What follows belongs to an exercise in optimizing a design on an open flow for small area and a short achievable clock period; a production flow would make more cautious choices.
RTL that was checked went through simulation tests only; none was proved equivalent to the original.
Power and IR drop assume default switching activity.

==> flow/design.v <==
module alu(
  input   wire  [63:0]    in1       ,
  input   wire  [63:0]    in2       ,
  input   wire  [2:0]     op        ,
  input   wire            in_valid  ,
  output  wire            in_ready  ,
  output  reg   [63:0]    res       ,
  output  reg             out_valid ,
  input   wire            out_ready ,
  input   wire            clk       ,
  input   wire            rstn      
);
  wire sub   = ~op[2] & ~op[1] & op[0];
  wire addop = ~op[2] & ~op[1];
  wire [63:0] b = in2 ^ {64{sub}};
  wire [63:0] p = in1 ^ b;    
  wire [63:0] g = in1 & b;    
  wire        cin = sub;
  wire [63:0] c;              
  wire bg0_1 = g[1] | (p[1] & g[0]);
  wire bp0_1 = p[1] & p[0];
  wire bg0_2 = g[2] | (p[2] & bg0_1);
  wire bp0_2 = p[2] & bp0_1;
  wire bg0_3 = g[3] | (p[3] & bg0_2);
  wire bp0_3 = p[3] & bp0_2;
  wire bg1_1 = g[5] | (p[5] & g[4]);
  wire bp1_1 = p[5] & p[4];
  wire bg1_2 = g[6] | (p[6] & bg1_1);
  wire bp1_2 = p[6] & bp1_1;
  wire bg1_3 = g[7] | (p[7] & bg1_2);
  wire bp1_3 = p[7] & bp1_2;
  wire bg2_1 = g[9] | (p[9] & g[8]);
  wire bp2_1 = p[9] & p[8];
  wire bg2_2 = g[10] | (p[10] & bg2_1);
  wire bp2_2 = p[10] & bp2_1;
  wire bg2_3 = g[11] | (p[11] & bg2_2);
  wire bp2_3 = p[11] & bp2_2;
  wire bg3_1 = g[13] | (p[13] & g[12]);
  wire bp3_1 = p[13] & p[12];
  wire bg3_2 = g[14] | (p[14] & bg3_1);
  wire bp3_2 = p[14] & bp3_1;
  wire bg3_3 = g[15] | (p[15] & bg3_2);
  wire bp3_3 = p[15] & bp3_2;
  wire bg4_1 = g[17] | (p[17] & g[16]);
  wire bp4_1 = p[17] & p[16];
  wire bg4_2 = g[18] | (p[18] & bg4_1);
  wire bp4_2 = p[18] & bp4_1;
  wire bg4_3 = g[19] | (p[19] & bg4_2);
  wire bp4_3 = p[19] & bp4_2;
  wire bg5_1 = g[21] | (p[21] & g[20]);
  wire bp5_1 = p[21] & p[20];
  wire bg5_2 = g[22] | (p[22] & bg5_1);
  wire bp5_2 = p[22] & bp5_1;
  wire bg5_3 = g[23] | (p[23] & bg5_2);
  wire bp5_3 = p[23] & bp5_2;
  wire bg6_1 = g[25] | (p[25] & g[24]);
  wire bp6_1 = p[25] & p[24];
  wire bg6_2 = g[26] | (p[26] & bg6_1);
  wire bp6_2 = p[26] & bp6_1;
  wire bg6_3 = g[27] | (p[27] & bg6_2);
  wire bp6_3 = p[27] & bp6_2;
  wire bg7_1 = g[29] | (p[29] & g[28]);
  wire bp7_1 = p[29] & p[28];
  wire bg7_2 = g[30] | (p[30] & bg7_1);
  wire bp7_2 = p[30] & bp7_1;
  wire bg7_3 = g[31] | (p[31] & bg7_2);
  wire bp7_3 = p[31] & bp7_2;
  wire bg8_1 = g[33] | (p[33] & g[32]);
  wire bp8_1 = p[33] & p[32];
  wire bg8_2 = g[34] | (p[34] & bg8_1);
  wire bp8_2 = p[34] & bp8_1;
  wire bg8_3 = g[35] | (p[35] & bg8_2);
  wire bp8_3 = p[35] & bp8_2;
  wire bg9_1 = g[37] | (p[37] & g[36]);
  wire bp9_1 = p[37] & p[36];
  wire bg9_2 = g[38] | (p[38] & bg9_1);
  wire bp9_2 = p[38] & bp9_1;
  wire bg9_3 = g[39] | (p[39] & bg9_2);
  wire bp9_3 = p[39] & bp9_2;
  wire bg10_1 = g[41] | (p[41] & g[40]);
  wire bp10_1 = p[41] & p[40];
  wire bg10_2 = g[42] | (p[42] & bg10_1);
  wire bp10_2 = p[42] & bp10_1;
  wire bg10_3 = g[43] | (p[43] & bg10_2);
  wire bp10_3 = p[43] & bp10_2;
  wire bg11_1 = g[45] | (p[45] & g[44]);
  wire bp11_1 = p[45] & p[44];
  wire bg11_2 = g[46] | (p[46] & bg11_1);
  wire bp11_2 = p[46] & bp11_1;
  wire bg11_3 = g[47] | (p[47] & bg11_2);
  wire bp11_3 = p[47] & bp11_2;
  wire bg12_1 = g[49] | (p[49] & g[48]);
  wire bp12_1 = p[49] & p[48];
  wire bg12_2 = g[50] | (p[50] & bg12_1);
  wire bp12_2 = p[50] & bp12_1;
  wire bg12_3 = g[51] | (p[51] & bg12_2);
  wire bp12_3 = p[51] & bp12_2;
  wire bg13_1 = g[53] | (p[53] & g[52]);
  wire bp13_1 = p[53] & p[52];
  wire bg13_2 = g[54] | (p[54] & bg13_1);
  wire bp13_2 = p[54] & bp13_1;
  wire bg13_3 = g[55] | (p[55] & bg13_2);
  wire bp13_3 = p[55] & bp13_2;
  wire bg14_1 = g[57] | (p[57] & g[56]);
  wire bp14_1 = p[57] & p[56];
  wire bg14_2 = g[58] | (p[58] & bg14_1);
  wire bp14_2 = p[58] & bp14_1;
  wire bg14_3 = g[59] | (p[59] & bg14_2);
  wire bp14_3 = p[59] & bp14_2;
  wire bg15_1 = g[61] | (p[61] & g[60]);
  wire bp15_1 = p[61] & p[60];
  wire bg15_2 = g[62] | (p[62] & bg15_1);
  wire bp15_2 = p[62] & bp15_1;
  wire bg15_3 = g[63] | (p[63] & bg15_2);
  wire bp15_3 = p[63] & bp15_2;
  wire G0_1 = bg0_3 | (bp0_3 & cin);
  wire G0_3 = bg2_3 | (bp2_3 & bg1_3);
  wire P0_3 = bp2_3 & bp1_3;
  wire G0_5 = bg4_3 | (bp4_3 & bg3_3);
  wire P0_5 = bp4_3 & bp3_3;
  wire G0_7 = bg6_3 | (bp6_3 & bg5_3);
  wire P0_7 = bp6_3 & bp5_3;
  wire G0_9 = bg8_3 | (bp8_3 & bg7_3);
  wire P0_9 = bp8_3 & bp7_3;
  wire G0_11 = bg10_3 | (bp10_3 & bg9_3);
  wire P0_11 = bp10_3 & bp9_3;
  wire G0_13 = bg12_3 | (bp12_3 & bg11_3);
  wire P0_13 = bp12_3 & bp11_3;
  wire G0_15 = bg14_3 | (bp14_3 & bg13_3);
  wire P0_15 = bp14_3 & bp13_3;
  wire G1_2 = bg1_3 | (bp1_3 & G0_1);
  wire G1_3 = G0_3 | (P0_3 & G0_1);
  wire G1_6 = bg5_3 | (bp5_3 & G0_5);
  wire P1_6 = bp5_3 & P0_5;
  wire G1_7 = G0_7 | (P0_7 & G0_5);
  wire P1_7 = P0_7 & P0_5;
  wire G1_10 = bg9_3 | (bp9_3 & G0_9);
  wire P1_10 = bp9_3 & P0_9;
  wire G1_11 = G0_11 | (P0_11 & G0_9);
  wire P1_11 = P0_11 & P0_9;
  wire G1_14 = bg13_3 | (bp13_3 & G0_13);
  wire P1_14 = bp13_3 & P0_13;
  wire G1_15 = G0_15 | (P0_15 & G0_13);
  wire P1_15 = P0_15 & P0_13;
  wire G2_4 = bg3_3 | (bp3_3 & G1_3);
  wire G2_5 = G0_5 | (P0_5 & G1_3);
  wire G2_6 = G1_6 | (P1_6 & G1_3);
  wire G2_7 = G1_7 | (P1_7 & G1_3);
  wire G2_12 = bg11_3 | (bp11_3 & G1_11);
  wire P2_12 = bp11_3 & P1_11;
  wire G2_13 = G0_13 | (P0_13 & G1_11);
  wire P2_13 = P0_13 & P1_11;
  wire G2_14 = G1_14 | (P1_14 & G1_11);
  wire P2_14 = P1_14 & P1_11;
  wire G2_15 = G1_15 | (P1_15 & G1_11);
  wire P2_15 = P1_15 & P1_11;
  wire G3_8 = bg7_3 | (bp7_3 & G2_7);
  wire G3_9 = G0_9 | (P0_9 & G2_7);
  wire G3_10 = G1_10 | (P1_10 & G2_7);
  wire G3_11 = G1_11 | (P1_11 & G2_7);
  wire G3_12 = G2_12 | (P2_12 & G2_7);
  wire G3_13 = G2_13 | (P2_13 & G2_7);
  wire G3_14 = G2_14 | (P2_14 & G2_7);
  wire G3_15 = G2_15 | (P2_15 & G2_7);
  wire G4_16 = bg15_3 | (bp15_3 & G3_15);
  assign c[0] = cin;
  assign c[1] = g[0] | (p[0] & c[0]);
  assign c[2] = g[1] | (p[1] & c[1]);
  assign c[3] = g[2] | (p[2] & c[2]);
  assign c[4] = G0_1;
  assign c[5] = g[4] | (p[4] & c[4]);
  assign c[6] = g[5] | (p[5] & c[5]);
  assign c[7] = g[6] | (p[6] & c[6]);
  assign c[8] = G1_2;
  assign c[9] = g[8] | (p[8] & c[8]);
  assign c[10] = g[9] | (p[9] & c[9]);
  assign c[11] = g[10] | (p[10] & c[10]);
  assign c[12] = G1_3;
  assign c[13] = g[12] | (p[12] & c[12]);
  assign c[14] = g[13] | (p[13] & c[13]);
  assign c[15] = g[14] | (p[14] & c[14]);
  assign c[16] = G2_4;
  assign c[17] = g[16] | (p[16] & c[16]);
  assign c[18] = g[17] | (p[17] & c[17]);
  assign c[19] = g[18] | (p[18] & c[18]);
  assign c[20] = G2_5;
  assign c[21] = g[20] | (p[20] & c[20]);
  assign c[22] = g[21] | (p[21] & c[21]);
  assign c[23] = g[22] | (p[22] & c[22]);
  assign c[24] = G2_6;
  assign c[25] = g[24] | (p[24] & c[24]);
  assign c[26] = g[25] | (p[25] & c[25]);
  assign c[27] = g[26] | (p[26] & c[26]);
  assign c[28] = G2_7;
  assign c[29] = g[28] | (p[28] & c[28]);
  assign c[30] = g[29] | (p[29] & c[29]);
  assign c[31] = g[30] | (p[30] & c[30]);
  assign c[32] = G3_8;
  assign c[33] = g[32] | (p[32] & c[32]);
  assign c[34] = g[33] | (p[33] & c[33]);
  assign c[35] = g[34] | (p[34] & c[34]);
  assign c[36] = G3_9;
  assign c[37] = g[36] | (p[36] & c[36]);
  assign c[38] = g[37] | (p[37] & c[37]);
  assign c[39] = g[38] | (p[38] & c[38]);
  assign c[40] = G3_10;
  assign c[41] = g[40] | (p[40] & c[40]);
  assign c[42] = g[41] | (p[41] & c[41]);
  assign c[43] = g[42] | (p[42] & c[42]);
  assign c[44] = G3_11;
  assign c[45] = g[44] | (p[44] & c[44]);
  assign c[46] = g[45] | (p[45] & c[45]);
  assign c[47] = g[46] | (p[46] & c[46]);
  assign c[48] = G3_12;
  assign c[49] = g[48] | (p[48] & c[48]);
  assign c[50] = g[49] | (p[49] & c[49]);
  assign c[51] = g[50] | (p[50] & c[50]);
  assign c[52] = G3_13;
  assign c[53] = g[52] | (p[52] & c[52]);
  assign c[54] = g[53] | (p[53] & c[53]);
  assign c[55] = g[54] | (p[54] & c[54]);
  assign c[56] = G3_14;
  assign c[57] = g[56] | (p[56] & c[56]);
  assign c[58] = g[57] | (p[57] & c[57]);
  assign c[59] = g[58] | (p[58] & c[58]);
  assign c[60] = G3_15;
  assign c[61] = g[60] | (p[60] & c[60]);
  assign c[62] = g[61] | (p[61] & c[61]);
  assign c[63] = g[62] | (p[62] & c[62]);
  wire [63:0] result = op[2] ? ({64{op[1]}} & (g | ({64{op[0]}} & p)))
                             : (p ^ (c & {64{addop}}));
  assign in_ready = ~(out_valid & ~out_ready);
  always @(posedge clk) begin
    if (in_ready)
      res <= result;
  end
  always @(posedge clk) begin
    out_valid <= rstn & (in_valid | ~in_ready);
  end
endmodule
==> flow/config.mk <==
export PLATFORM = sky130hd
export DESIGN_NAME = alu
export DESIGN_NICKNAME = alu
export VERILOG_FILES = /design/flow/design.v
export SDC_FILE = /design/flow/constraint.sdc
export NUM_CORES = 4
export LEC_CHECK = 0
export ABC_AREA = 1
export CAP_MARGIN = 20
export CORE_MARGIN = 2
export CORE_UTILIZATION = 40
export SLEW_MARGIN = 20
==> flow/constraint.sdc <==
create_clock -name core_clock -period 4.6 [get_ports {clk}]
set_input_delay 0.9200 -clock core_clock [delete_from_list [all_inputs] [get_ports {clk}]]
set_output_delay 0.9200 -clock core_clock [all_outputs]
set_load 0.01 [all_outputs]
standard.sh (not shown) runs the stock make flow with config.mk's settings and CLKGATE_MAP_FILE= SYNTH_SCRIPT=/design/flow/synth_recipe.tcl, a recipe that flattens the netlist after the stock synthesis.
==> flow/flow/run.sh <==
#!/bin/bash
# Layout flow: the standard ORFS flow (standard.sh, with the standard
# synthesis unchanged), except that the port buffers that global placement
# puts on every input and output are sky130_fd_sc_hd__buf_1 instead of the
# delay buffer buffer_ports picks by default. Every port still gets its own
# buffer. The make output goes to standard.log in the work folder; ORFS keeps
# each step's log under orfs/logs/.
set -euo pipefail
bash standard.sh "BUFFER_PORTS_ARGS=-buffer_cell sky130_fd_sc_hd__buf_1" finish > standard.log 2>&1
Edit:
--- a/flow/design.v
+++ b/flow/design.v
@@ -8,12 +8,14 @@
   output  reg             out_valid ,
   input   wire            out_ready ,
   input   wire            clk       ,
   input   wire            rstn      
 );
-  wire sub   = ~op[2] & ~op[1] & op[0];
-  wire addop = ~op[2] & ~op[1];
+  wire sub   = op[0] & ~op[1];
+  wire addop = ~op[2] & ~op[1];          
+  wire andor = op[2] & op[1];            
+  wire keepp = ~op[2] | (op[1] & op[0]);  
   wire [63:0] b = in2 ^ {64{sub}};
   wire [63:0] p = in1 ^ b;    
   wire [63:0] g = in1 & b;    
   wire        cin = sub;
   wire [63:0] c;              
@@ -225,12 +227,11 @@
   assign c[59] = g[58] | (p[58] & c[58]);
   assign c[60] = G3_15;
   assign c[61] = g[60] | (p[60] & c[60]);
   assign c[62] = g[61] | (p[61] & c[61]);
   assign c[63] = g[62] | (p[62] & c[62]);
-  wire [63:0] result = op[2] ? ({64{op[1]}} & (g | ({64{op[0]}} & p)))
-                             : (p ^ (c & {64{addop}}));
+  wire [63:0] result = (p & {64{keepp}}) ^ ((c & {64{addop}}) | (g & {64{andor}}));
   assign in_ready = ~(out_valid & ~out_ready);
   always @(posedge clk) begin
     if (in_ready)
       res <= result;
   end
Effect: Power came out higher by 1.7%. Combinational power grows by about 10%. Worst hold slack improves by 0.012 ns. Via count shrinks by 6.5%. Utilization goes down by 0.58 points. Routed wire length shrinks by 3.7%. Maximum frequency came out higher by about 6%. Cell area came out lower by about 1.2%.
For the second run of this note, only the layout was checked, not whether the RTL still works.

==> afterwards: timing with drivers on the ports <==
Ports are ideal in the flow. The routed layouts listed here were re-timed in OpenROAD.
Step 1 sets driving cells, clkbuf_16 on the clock port and buf_2 on the other inputs (assumed; they add their load-dependent delay and slew).
Step 2 adds t to the input delays and takes it off the output delays; t is the mean of the earliest and latest rising clock arrival at the registers after step 1. Input paths then give back, and output paths get back, about the clock's delay inside the block.
Slacks: ideal / step 1 / step 2; pairs: ideal / step 1.
| run | t (ns) | slack for setup (ns) | worst setup path at the end | worst register clock-pin slew, ns | cell pins on the clock port's net |
|---|---|---|---|---|---|
| the first run | 0.375 | 0.877 / 0.886 / 0.511 | input to register | 0.06 / 0.06 | 1 |
| the second run | 0.367 | 1.080 / 1.098 / 0.730 | input to register | 0.06 / 0.06 | 1 |
After both steps every run listed still meets setup and hold. For the first run, which loses most, drivers alone change the setup slack by +0.009 ns; drivers and shift together by -0.366 ns.
